From an optimization exercise on the open Yosys and OpenROAD flow, aimed at small area, a short achievable clock period and few clock cycles per item; shortcuts taken in it are not production practice.
In this exercise RTL edits were held to simulation tests only and were not proved equivalent to the original.
Power figures rest on the tool's default switching activity, not on a simulated workload.

## flow/design.v (module list and top-level ports; edited modules follow where they fit)
// module median_filter: 982 lines
module median_filter #(
  parameter WIDTH = 8,
  parameter P_WIN = 5
) (
  input  logic [WIDTH*P_WIN*P_WIN-1:0]  filter_win_in,
  input  logic                          filter_in_vld,
  output logic                          filter_in_rdy,
  output logic [WIDTH-1:0]              filter_data_out,
  output logic                          filter_out_vld,
  input  logic                          filter_out_rdy,
  input  logic [5:0]                    r_mf_threshold,
  input  logic clk,
  input  logic rst_n
);
  // ...
==> flow/flow/run.sh <==
#!/bin/bash
# The standard layout (the standard.sh: standard synthesis, ORFS place, CTS and route),
# with two changes: the port buffers that global placement inserts on every input and output
# are sky130_fd_sc_hd__buf_1 instead of the cell buffer_ports picks by default (the resizer
# may still upsize them), and clock tree synthesis uses larger sink clusters and no dummy
# loads. make's full output goes to flow.log here.
set -euo pipefail
bash standard.sh \
  BUFFER_PORTS_ARGS="-buffer_cell sky130_fd_sc_hd__buf_1" \
  CTS_ARGS="-sink_clustering_enable -repair_clock_nets -sink_clustering_size 24 -sink_clustering_max_diameter 100 -dont_use_dummy_load" \
  finish > flow.log 2>&1
==> flow/standard.sh <==
#!/bin/bash
# synth_recipe.tcl (not shown) runs the flow's synth.tcl, then flattens the netlist and writes it again
# the make line also repeats each setting of config.mk as NAME=value (left out here)
make -C /OpenROAD-flow-scripts/flow DESIGN_CONFIG=/design/flow/config.mk WORK_HOME=/design/flow/orfs CLKGATE_MAP_FILE= SYNTH_SCRIPT=/design/flow/synth_recipe.tcl "${@:-finish}"
==> flow/config.mk <==
export PLATFORM = sky130hd
export DESIGN_NAME = median_filter
export DESIGN_NICKNAME = median_filter
export VERILOG_FILES = /design/flow/design.v
export SDC_FILE = /design/flow/constraint.sdc
export NUM_CORES = 4
export LEC_CHECK = 0
export ABC_AREA = 1
export CAP_MARGIN = 20
export CORE_MARGIN = 2
export CORE_UTILIZATION = 60
export SETUP_SLACK_MARGIN = 3.0
export SLEW_MARGIN = 20
==> flow/constraint.sdc <==
create_clock -name core_clock -period 8.5 [get_ports {clk}]
set_input_delay 1.7000 -clock core_clock [delete_from_list [all_inputs] [get_ports {clk}]]
set_output_delay 1.7000 -clock core_clock [all_outputs]
set_load 0.01 [all_outputs]
==> flow_summary_export.csv, run 1 <==
group,metric,value,unit
outcome,outcome,"no timing/DRC/antenna violations",
logic_synthesis,synth-edff-count,32,
logic_synthesis,synth_top_area_share,33.88,%
floorplanning,num_rows,70,
finish,regArea,8818,sq um
floorplanning,initial_core_util,61.18,%
placement,globalplace.congestion,0.9370,
placement,dpl_cell_area,23560,sq um
power,switching_share,47.82,%
worst_setup_path,worstSetupStartpointType,"input pin",
finish,nNonClkBuffers,228,
finish,n_sequential_cell,422,
logic_synthesis,synth_mux_area_share,0,%
logic_synthesis,synth_xor_area_share,1.951,%
worst_setup_path,critPathCaptureType,"flop",
global_routing,gr-usage-met1,41.69,%
logic_synthesis,async_flop_share,2.370,%
power,p_leak,12.00,nW
finish,fin_cells,3205,
worst_setup_path,crit_buf_inv,6,
sta,finalCritPeriodShare,63.30,%
logic_synthesis,synth_nets,3043,
worst_setup_path,worstPathRequired,8880,ps
power,ir_drop,0.5078,mV
logic_synthesis,synth_most_common_cell,"inv_1",
global_routing,top_usage_layer,"met2",
placement,place_ws,2191,ps
clock_tree,clk_path_buf_depth,3,
global_routing,grt_util_met2,42.97,%
logic_synthesis,synthAdderAreaFrac,25.55,%
global_routing,grt_pass1_vias,15776,
Testbench counts, summed over its fixed seeds: cycles 3,232, items 3,200.
==> inputs of run 2 (changes only) <==
--- a/flow/config.mk
+++ b/flow/config.mk
@@ -10,3 +10,3 @@
 export CORE_MARGIN = 2
-export CORE_UTILIZATION = 60
+export CORE_UTILIZATION = 50
 export SETUP_SLACK_MARGIN = 3.0
==> run 2 against run 1 <==
Net effect: sequential power about the same; setup slack worse by 37 ps; synthesized cell count unchanged; die area up 20%; power up 1.4%; count of clock-buffer cells in the layout unchanged; non-clock buffer count down 3; utilization down 11 points; largest cell class unchanged; critical endpoint is now q1_18; register-to-register slack better by 20 ps.
==> flow_summary_export.csv, run 2 <==
group,metric,value,unit
logic_synthesis,synth_nets,3043,
logic_synthesis,synth_mux_area_share,0,%
logic_synthesis,synth.avg_cell_area,8.874,sq um
clock_tree,clkSinkCount,422,
clock_tree,cts-buffers-inserted,22,
sta,finalSetupTns,0,ps
worst_setup_path,max_stage_delay,600,ps
finish,layout_common_cells,"inv_1 (516), nand2_1 (480), dfxtp_1 (380), nor2_1 (280), fa_1 (259)",
sta,finalCritPeriodShare,63.74,%
power,power_density,404.7,nW/um^2
worst_setup_path,crit_slowest_cell,"fa_1",
clock_tree,clkLatencyLatePin,550,ps
finish,drive_gt1_share,3.291,%
worst_setup_path,worstPathRequired,8920,ps
sta,setup_viol,0,
finish,regMostFlops,"q",
finish,fillers,4094,
logic_synthesis,synth_common_cells,"inv_1 (517), nand2_1 (483), dfxtp_1 (380)",
power,p_int,0.005138,W
logic_synthesis,synth-edff-count,32,
sta,grt_setup_unrepaired,"yes",
route,dr.pass1.iters,7,
floorplanning,die_y,215.9,um
worst_setup_path,critPathCaptureType,"flop",
worst_setup_path,worstSetupStartpointType,"input pin",
route,routedWlPerCell,16.63,um
placement,dp_hpwl,44.44,mm
worst_setup_path,path_max_fanout,13,
power,switching_share,48.28,%
global_routing,grt-ovfl-total,0,
finish,regArea,8818,sq um
logic_synthesis,async_flop_share,2.370,%
sta,worst_pin_slew,711.1,ps
route,wl,55.36,mm
worst_setup_path,cp_cell_sequence,"buf_1 > inv_1 > fa_1 > fa_1 > inv_1 > fa_1 > fa_1 > inv_1 > fa_1 > inv_1 > ha_1 > nand2_1 > nor2_4 > a21oi_4 > buf_12 > nand2_4 > nand3_1 > nand2_1 > nor2_1",
outcome,outcome,"no timing/DRC/antenna violations",
logic_synthesis,ys_seq_area_share,39.28,%
worst_setup_path,crit_type,"in -> reg",
run,drv_cap,0,
logic_synthesis,synth_top_family_by_area,"adder cells",
floorplanning,initial_core_util,50.66,%
clock_tree,cts_hold_buf,0,
route,first_iter_violations,1066,
sta,min_period,5418,ps
clock_tree,cts.clk_slew.worst_paths,90,ps
global_routing,grtUsageTotal,23.53,%
logic_synthesis,yosysWarnings,2,
logic_synthesis,synth_most_common_cell,"inv_1",
finish,area_growth,9.335,%
power,switching_power,0.004797,W
route,postRouteAntennaNets,0,
sta,fmax,184.6,MHz
floorplanning,die_w,215.9,um
sta,fin_worst_skew,32.76,ps
sta,setup_ws,3082,ps
global_routing,grt_max_degree,52,
logic_synthesis,synth_seq_cells,422,
finish,post-route-util,55.39,%
logic_synthesis,synth_top_area_share,33.88,%
floorplanning,num_rows,77,
logic_synthesis,synth_compound_area_share,3.873,%
logic_synthesis,synthFlopType,"dfxtp_1",
placement,place.port_buffers,219,
placement,place_ws,2180,ps
placement,globalplace.congestion,0.9183,
clock_tree,tritoncts,"yes",
floorplanning,ios,220,
sta,slew_headroom,52.27,%
finish,multi_input_area,11550,sq um
global_routing,grt_pass1_vias,16032,
logic_synthesis,synth_xor_area_share,1.951,%
logic_synthesis,synth_area,22450,sq um
clock_tree,ctsHtreeMaxLevel,1,
sta,fin_hold_ws,297.9,ps
power,seq_power_share,26.4,%
finish,layout.cells.most_common,"inv_1",
route,vias,16088,
clock_tree,cts_root_buffer,"clkbuf_16",
power,p_leak,12.01,nW
sta,final-hold-violation-count,0,
power,p_clk_share,10.6,%
power,ir_drop,0.4071,mV
global_routing,antenna_found_initial,1,
floorplanning,die_area,46620,sq um
clock_tree,clk_path_buf_depth,3,
power,power,0.009935,W
route,drc,0,
floorplanning,coreArea,44320,sq um
logic_synthesis,synthAdderAreaFrac,25.55,%
power,power_frac_comb,63.0,%
worst_setup_path,critPathMostFrequentCell,"fa_1",
global_routing,grt_pass1_wl,84.88,mm
logic_synthesis,yosysTopAreaCell,"dfxtp_1",
logic_synthesis,netlist_top_cells_area,"dfxtp_1 (34%), fa_1 (23%), inv_1 (8.6%), nand2_1 (8.1%), nor2_1 (4.7%)",
logic_synthesis,yosys.area_share.simple,19.10,%
finish,finalNetCount,3250,
worst_setup_path,arrival,5840,ps
route,vias_per_cell,4.833,
logic_synthesis,yosysUniqueCellTypes,39,
worst_hold_path,hp-class,"reg -> reg",
logic_synthesis,syn_inst,2530,
sta,slew_viol_final,0,
finish,largest_reg_flops,32,
run 2: cell types whose count changed in the layout (fill, tap and decap cells not counted), moves of 2 or more:
cell,delta
inv_2,-2
diode_2,+2
nand2_8,+2
nor2_2,-2
buf_4,-3
run 2: worst paths after layout:
path                                    startpoint        to  slack (ps)  cells after the start
max in group asynchronous                    rst_n     qv[3]        7030                      1
worst max register to register             e2_8[3]  e3_15[0]        3320                     19
worst max-delay path            filter_win_in[103]     q1_18        3080                     19
worst min-delay path                         r2[7]     r3[7]         300                      0
worst min register to register               r2[7]     r3[7]         300                      0
min in group asynchronous                    rst_n     qv[0]        1090                      1
run 2: power groups by stage:
stage,clock network (W),registers (W),logic [W]
after floorplan,0,0.00257,0.00455
after global placement,0,0.00267,0.00587
after detailed placement,0,0.00268,0.00603
after CTS,0.00109,0.00263,0.00608
after global routing,0.00116,0.00267,0.00720
final,0.00105,0.00263,0.00626
run 2: cells by family (layout without fill, tap and decap cells):
kind of cell	count (synthesis)	after routing
AND/OR/NAND/NOR	1018	1023
other	0	2
flip-flops	422	422
AO/OA/AOI/OAI	166	167
buffers and inverters	571	770
XOR/XNOR	50	50
adder cells (fa/ha/maj)	303	303
run 2: worst max-delay path: cells and delay by family:
family | cells | cell delay, ps
fa+ha+maj | 6 | 2660
simple gates | 6 | 770
buf+inv | 6 | 590
compound gates | 1 | 90
run 2: layer usage:
layer	global-route usage [%]	part of all wire, %
met5	0	0
met4	4.635	1.9
met3	3.369	7.0
met2	37.37	44
met1	34.59	47
run 2: per-stage QoR:
| step | std cells | area, sq um |
|---|---|---|
| CTS | 3318 | 24300 |
| global placement | 3294 | 23690 |
| finish | 3329 | 24550 |
| detailed placement | 3296 | 23730 |
| global route | 3328 | 24540 |
| floorplan | 2530 | 22450 |
run 2: area by class of cell:
cell class	instances	area share, %
Tap cell	592	3.017
Inverter	523	8.043
Multi-Input combinational cell	1543	47.05
Timing Repair Buffer	225	3.706
Clock buffer	22	2.243
Antenna cell	2	0.02039
Sequential cell	422	35.92
run 2: timing repair:
item	in CTS	in global routing
pin swaps	0	6
cloned	0	6
resized for setup	4	26
setup buffers	0	3
setup endpoints to repair	45	102
==> inputs of run 3 (changes only) <==
--- a/flow/config.mk
+++ b/flow/config.mk
@@ -10,4 +10,4 @@
 export CORE_MARGIN = 2
-export CORE_UTILIZATION = 50
-export SETUP_SLACK_MARGIN = 3.0
+export CORE_UTILIZATION = 60
+export SETUP_SLACK_MARGIN = 2.5
 export SLEW_MARGIN = 20
==> run 3 against run 2 <==
Net effect: final cell count decreased by 4.0%; critical path type unchanged; flip-flop and latch count unchanged; final area decreased by 1.8%; power decreased by 3.1%; critical endpoint is now q1_13; synthesized area unchanged; still clean on timing, DRC and antenna; die area decreased by 16%; wire length decreased by 4.8%.
==> flow_summary_export.csv, run 3 <==
group,metric,value,unit
clock_tree,ctsHtreeMaxLevel,1,
logic_synthesis,ys_seq_area_share,39.28,%
placement,dpl_cell_area,23560,sq um
sta,fmax,175.9,MHz
logic_synthesis,async_flop_share,2.370,%
sta,final-hold-violation-count,0,
floorplanning,num_rows,70,
clock_tree,cts.clk_slew.worst_paths,90,ps
sta,grt_setup_unrepaired,"no",
route,vias,16181,
floorplanning,die_area,38980,sq um
logic_synthesis,synth.avg_cell_area,8.874,sq um
route,drc,0,
worst_setup_path,worstPathRequired,8940,ps
finish,largest_reg_flops,32,
logic_synthesis,synthFlopType,"dfxtp_1",
worst_setup_path,critPathMostFrequentCell,"fa_1",
floorplanning,die_y,197.4,um
finish,fin_cells,3195,
worst_setup_path,critPathCaptureType,"flop",
clock_tree,tritoncts,"yes",
global_routing,grt_max_degree,52,
sta,finalSetupTns,0,ps
floorplanning,die_w,197.4,um
logic_synthesis,synth_area,22450,sq um
worst_setup_path,crit_type,"in -> reg",
worst_setup_path,arrival,6120,ps
global_routing,grt-ovfl-total,0,
finish,regMostFlops,"q",
clock_tree,clkLatencyLatePin,570,ps
finish,post-route-util,65.71,%
route,postRouteAntennaNets,0,
placement,place.port_buffers,219,
sta,slew_headroom,38.94,%
finish,drive_gt1_share,2.750,%
sta,fin_worst_skew,74.46,ps
logic_synthesis,netlist_top_cells_area,"dfxtp_1 (34%), fa_1 (23%), inv_1 (8.6%), nand2_1 (8.1%), nor2_1 (4.7%)",
clock_tree,cts-buffers-inserted,22,
finish,fillers,3125,
finish,area_growth,7.401,%
sta,slew_viol_final,0,
route,wl,52.68,mm
logic_synthesis,yosysTopAreaCell,"dfxtp_1",
clock_tree,clk_path_buf_depth,3,
finish,layout.cells.most_common,"inv_1",
placement,dp.cells,3173,
route,routedWlPerCell,16.49,um
floorplanning,coreArea,36700,sq um
global_routing,antenna_found_initial,0,
route,first_iter_violations,1016,
logic_synthesis,synth_common_cells,"inv_1 (517), nand2_1 (483), dfxtp_1 (380)",
outcome,outcome,"no timing/DRC/antenna violations",
logic_synthesis,yosysWarnings,2,
route,vias_per_cell,5.064,
global_routing,grt_pass1_vias,15743,
clock_tree,clkSinkCount,422,
logic_synthesis,synth_top_area_share,33.88,%
floorplanning,initial_core_util,61.18,%
logic_synthesis,synth_most_common_cell,"inv_1",
worst_setup_path,crit_slowest_cell,"fa_1",
worst_setup_path,cp_cell_sequence,"buf_1 > nand2_1 > fa_1 > fa_1 > inv_1 > fa_1 > fa_1 > inv_1 > fa_1 > inv_1 > ha_1 > inv_1 > nor3_2 > a21oi_4 > buf_4 > nand3_1 > nand2_1 > nor2_1",
logic_synthesis,synth-edff-count,32,
clock_tree,post_cts_buffers,0,
logic_synthesis,syn_inst,2530,
sta,setup_viol,0,
global_routing,grtUsageTotal,27.76,%
global_routing,grt_pass1_wl,82.52,mm
power,p_leak,11.91,nW
sta,finalCritPeriodShare,66.89,%
finish,antenna_cells,0,
power,power_density,399.2,nW/um^2
finish,layout_common_cells,"inv_1 (517), nand2_1 (483), dfxtp_1 (380), nor2_1 (280), fa_1 (259)",
placement,globalplace.congestion,0.9370,
logic_synthesis,yosysUniqueCellTypes,39,
route,dr.pass1.iters,5,
sta,min_period,5685,ps
placement,dp_hpwl,43.52,mm
run,drv_cap,0,
worst_setup_path,path_max_fanout,33,
clock_tree,cts_root_buffer,"clkbuf_16",
finish,finalNetCount,3242,
logic_synthesis,synth_nets,3043,
finish,postLayoutCellArea,24110,sq um
worst_setup_path,worstSetupStartpointType,"input pin",
power,power,0.009626,W
logic_synthesis,synth_seq_cells,422,
worst_hold_path,hp-class,"reg -> reg",
floorplanning,ios,220,
sta,worst_pin_slew,915.8,ps
power,ir_drop,0.5028,mV
worst_setup_path,max_stage_delay,550,ps
## run 3: cell types whose count changed in the layout (fill, tap and decap cells not counted), sizes merged
cell    delta
nand3b     -1
inv        +1
clkinv     -1
nand2      -4
buf        -2
a21oi      -1
diode      -2
## run 3: report_power, final
part	switching, W	leakage (nW)	internal, W	total, W
clock network	0.000587	0.271	0.000462	0.00105
logic	0.00373	8.03	0.00222	0.00595
registers	0.000252	3.60	0.00238	0.00263
total	0.00456	11.9	0.00506	0.00963
## run 3: layout make-up
cell class                      instances  area (sq um)  share of cell area [%]
Multi-Input combinational cell       1537         11340                   47.04
Sequential cell                       422          8818                   36.57
Inverter                              523          1966                   8.152
Timing Repair Buffer                  223         849.6                   3.523
Clock buffer                           22         550.5                   2.283
Tap cell                              468         585.6                   2.428
## run 3: final timing paths
check / end / startpoint / cells past startpoint / slack, ps
worst max-delay path: q1_13 / filter_win_in[126] / 18 / 2810
min in group asynchronous: cnt[2] / rst_n / 1 / 1120
max in group asynchronous: qv[3] / rst_n / 1 / 7010
worst min register to register: r3[7] / r2[7] / 0 / 300
worst max register to register: q2_2 / q1_17 / 19 / 2870
worst min-delay path: r3[7] / r2[7] / 0 / 300
## run 3: timing repair
action / CTS / global route
resized for setup: 0 / 1
endpoints found under the setup margin: 0 / 1
hold buffers: 0 / 0
## run 3: cells by family after synthesis
| group | after synthesis | synth area share, % |
|---|---|---|
| buffers and inverters | 571 | 10.25 |
| adder cells (fa/ha/maj) | 303 | 25.55 |
| flip-flops | 422 | 39.28 |
| AO/OA/AOI/OAI | 166 | 3.873 |
| AND/OR/NAND/NOR | 1018 | 19.10 |
| XOR/XNOR | 50 | 1.951 |
## run 3: stage by stage
step | hold slack (ps) | worst slack [ps]
detailed placement | 312.1 | 2191
global route | 314.8 | 2553
finish | 297.8 | 2815
CTS | 301.9 | 2754
global placement | 309.8 | 2368
floorplan | 309.6 | 3076
## run 3: critical path: cells and delay by family
kind | cells | cell delay, ps
adders and majority gates | 6 | 2570
and+or+nand+nor | 5 | 450
AOI/OAI and AO/OA | 1 | 460
buffers and inverters | 6 | 910
## run 3: layer usage
metal  track usage (%)  vias to the layer above  part of all wire [%]
met1             41.44                     7682                    47
met2             42.87                      507                    44
li1                  -                     7929                     -
met5                 0                        -                     0
met4             5.263                        0                   2.0
met3             5.020                       63                   6.8
==> inputs of run 4 (changes only) <==
--- a/flow/flow/run.sh
+++ b/flow/flow/run.sh
@@ -9,3 +9,3 @@
   BUFFER_PORTS_ARGS="-buffer_cell sky130_fd_sc_hd__buf_1" \
-  CTS_ARGS="-sink_clustering_enable -repair_clock_nets -sink_clustering_size 24 -sink_clustering_max_diameter 100 -dont_use_dummy_load" \
+  CTS_ARGS="-sink_clustering_enable -repair_clock_nets -sink_clustering_size 32 -sink_clustering_max_diameter 140 -dont_use_dummy_load" \
   finish > flow.log 2>&1
--- a/flow/config.mk
+++ b/flow/config.mk
@@ -7,3 +7,2 @@
 export LEC_CHECK = 0
-export ABC_AREA = 1
 export CAP_MARGIN = 20
@@ -11,3 +10,3 @@
 export CORE_UTILIZATION = 60
-export SETUP_SLACK_MARGIN = 2.5
+export SETUP_SLACK_MARGIN = 3.0
 export SLEW_MARGIN = 20
==> run 4 against run 3 <==
Net effect: non-clock buffer count up 25; final cell count down 14%; clock power down about 10%; via count down 5.0%; synthesized area down 1.3%; global-route usage up 1.8 points; power up 1.4%; critical path depth down 1; still clean; die area down 1.3%; highest routed layer unchanged; maximum frequency up 5.0%; count of clock-buffer cells in the layout down 5.
==> flow_summary_export.csv, run 4 <==
group,metric,value,unit
sta,slew_headroom,30.59,%
logic_synthesis,yosysUniqueCellTypes,71,
logic_synthesis,synth_area,22160,sq um
outcome,outcome,"no timing/DRC/antenna violations",
finish,fin_cells,2753,
finish,area_growth,9.638,%
placement,dp_hpwl,44.52,mm
global_routing,grt_max_degree,63,
logic_synthesis,synth-edff-count,32,
finish,finalNetCount,2798,
global_routing,grtUsageTotal,29.56,%
logic_synthesis,syn_inst,2077,
finish,layout_common_cells,"dfxtp_1 (379), inv_1 (305), fa_1 (243), buf_1 (178), xnor2_1 (101)",
power,power_density,401.6,nW/um^2
floorplanning,die_y,196.2,um
global_routing,grt-ovfl-total,0,
sta,worst_pin_slew,1041,ps
clock_tree,cts_hold_buf,0,
logic_synthesis,synthFlopType,"dfxtp_1",
clock_tree,cts-buffers-inserted,17,
finish,regArea,8820,sq um
logic_synthesis,yosysWarnings,2,
finish,multi_input_area,12100,sq um
finish,layout.cells.most_common,"dfxtp_1",
route,routedWlPerCell,20.38,um
clock_tree,clk_path_buf_depth,3,
sta,min_period,5415,ps
finish,drive_gt1_share,8.103,%
logic_synthesis,synth_top_area_share,34.33,%
sta,grt_setup_unrepaired,"yes",
logic_synthesis,synth_most_common_cell,"dfxtp_1",
clock_tree,cts.clk_slew.worst_paths,110,ps
placement,place.port_buffers,219,
sta,setup_ws,3085,ps
worst_setup_path,arrival,5810,ps
finish,largest_reg_flops,32,
route,dr.pass1.iters,7,
logic_synthesis,yosysTopAreaCell,"dfxtp_1",
floorplanning,die_w,196.2,um
worst_setup_path,worstPathRequired,8890,ps
finish,regMostFlops,"q",
route,wl,56.11,mm
worst_setup_path,crit_type,"in -> reg",
sta,setup_viol,0,
floorplanning,ios,220,
logic_synthesis,ys_seq_area_share,39.79,%
floorplanning,num_rows,70,
route,first_iter_violations,1149,
logic_synthesis,synth_nets,2590,
floorplanning,coreArea,36520,sq um
route,vias,15376,
worst_setup_path,worstSetupStartpointType,"input pin",
logic_synthesis,async_flop_share,2.370,%
clock_tree,ctsHtreeMaxLevel,1,
sta,fin_worst_skew,60.90,ps
worst_setup_path,path_max_fanout,14,
logic_synthesis,synth.avg_cell_area,10.67,sq um
logic_synthesis,netlist_top_cells_area,"dfxtp_1 (34%), fa_1 (23%), inv_1 (5.3%), edfxtp_1 (4.3%), xnor2_1 (4.0%)",
placement,globalplace.congestion,0.9648,
logic_synthesis,synth_common_cells,"dfxtp_1 (380), inv_1 (315), fa_1 (259)",
worst_hold_path,hp-class,"reg -> reg",
sta,slew_viol_final,0,
worst_setup_path,critPathCaptureType,"flop",
global_routing,grt_pass1_vias,15586,
floorplanning,initial_core_util,60.67,%
sta,finalSetupTns,0,ps
clock_tree,tritoncts,"yes",
run,drv_cap,0,
global_routing,grt_pass1_wl,85.53,mm
sta,finalCritPeriodShare,63.71,%
floorplanning,die_area,38490,sq um
clock_tree,clkLatencyLatePin,560,ps
power,ir_drop,0.3803,mV
clock_tree,cts_root_buffer,"clkbuf_16",
sta,fmax,184.7,MHz
global_routing,antenna_found_initial,10,
placement,dp.cells,2712,
route,vias_per_cell,5.585,
sta,final-hold-violation-count,0,
finish,fillers,2931,
logic_synthesis,synth_seq_cells,422,
worst_setup_path,rrSetupSlack,3160,ps
power,p_leak,10.17,nW
clock_tree,clkSinkCount,422,
route,postRouteAntennaNets,0,
route,drc,0,
placement,place_ws,1716,ps
[run 4: final cells by class]
class	instances	share of cell area, %
diodes	2	0.02060
clock buffers	17	1.751
inverters	315	4.867
multi-input cells	1281	49.81
flip-flops and latches	422	36.30
well taps	468	2.410
repair buffers	248	4.836
[run 4: worst max-delay path, stage by stage]
cell     delay, ps
buf_1          210
nor2_1          90
fa_1           410
fa_1           530
inv_1           70
fa_1           420
fa_1           490
inv_1           60
fa_2           350
inv_1          100
ha_4           210
nor2b_4        140
a31oi_4        270
buf_4          180
a31oi_4         80
buf_12         200
o32ai_1        280
[run 4: where the power goes]
group / switching (W) / internal, W
combinational: 0.00360 / 0.00252
sequential: 0.000324 / 0.00237
clock: 0.000582 / 0.000364
[run 4: cell families (layout without fill, tap and decap cells)]
family                   count (synthesis)  after routing  synth area share (%)
adder cells (fa/ha/maj)                308            308                 26.11
flip-flops                             422            422                 39.79
other                                    0              2                     0
AO/OA/AOI/OAI                          337            340                 10.36
multiplexers                            20             20                 1.011
buffers and inverters                  377            580                 6.730
AND/OR/NAND/NOR                        503            503                 11.65
XOR/XNOR                               110            110                 4.348
[run 4: final timing paths]
check,from,end,cells past startpoint
worst min-delay path,e1_23[2],e2_23[2],0
max in group asynchronous,rst_n,qv[3],1
worst min register to register,e1_23[2],e2_23[2],0
worst max-delay path,filter_win_in[70],q1_16,17
worst max register to register,q1_14,q2_0,16
min in group asynchronous,rst_n,qv[1],1
[run 4: what timing repair did]
item	CTS	global route
setup endpoints to repair	56	77
resized for setup	23	72
pin swaps	6	9
gates cloned	3	1
buffers inserted	12	6
[run 4: metal layers]
| layer | up-vias | GRT usage [%] | routed length, um |
|---|---|---|---|
| met1 | 7497 | 38.49 | 23390 |
| met5 | - | 0 | 0 |
| met4 | 0 | 12.26 | 2756 |
| met3 | 115 | 4.109 | 3319 |
| met2 | 511 | 50.05 | 26640 |
| li1 | 7253 | - | - |
[run 4: through the flow]
step | util, % | hold slack (ps) | power [W] | cell area, sq um
3_3_place_gp | 64.12 | 309.5 | 0.008339 | 23420
6_report | 66.52 | 305.0 | 0.009757 | 24300
3_5_place_dp | 64.12 | 312.1 | 0.008447 | 23420
4_1_cts | 65.91 | 297.9 | 0.009572 | 24070
2_1_floorplan | - | 309.6 | 0.006997 | 22260
5_1_grt | 66.51 | 303.2 | 0.01057 | 24290

afterwards: timing with drivers on the ports:
The results above use ideal ports. As a check the final layouts listed here were re-extracted and re-timed, cells and wires unchanged.
Step 1 sets driving cells, clkbuf_16 on the clock port and buf_2 on the other inputs (assumed; they add their load-dependent delay and slew).
Step 2 moves the port delays by t, midway between the first and last clock arrival at a register: inputs arrive t later, outputs are due t later. That takes back most of the time a late clock gives input paths.
Three values: no drivers, after step 1, after step 2; two values: the first two.
run	shift t [ns]	setup WS [ns]	hold slack, ns	cell pins on the clock port's net
run 1	0.588	3.119 / 3.149 / 2.561	0.303 / 0.303 / 0.303	1
run 2	0.591	3.082 / 3.117 / 2.526	0.298 / 0.298 / 0.298	1
run 3	0.587	2.815 / 2.850 / 2.263	0.298 / 0.298 / 0.298	1
run 4	0.579	3.085 / 3.063 / 2.485	0.305 / 0.305 / 0.305	1
After both steps every run listed still meets setup and hold. For run 4, which loses most, drivers alone change the setup slack by -0.022 ns; drivers and shift together by -0.600 ns.
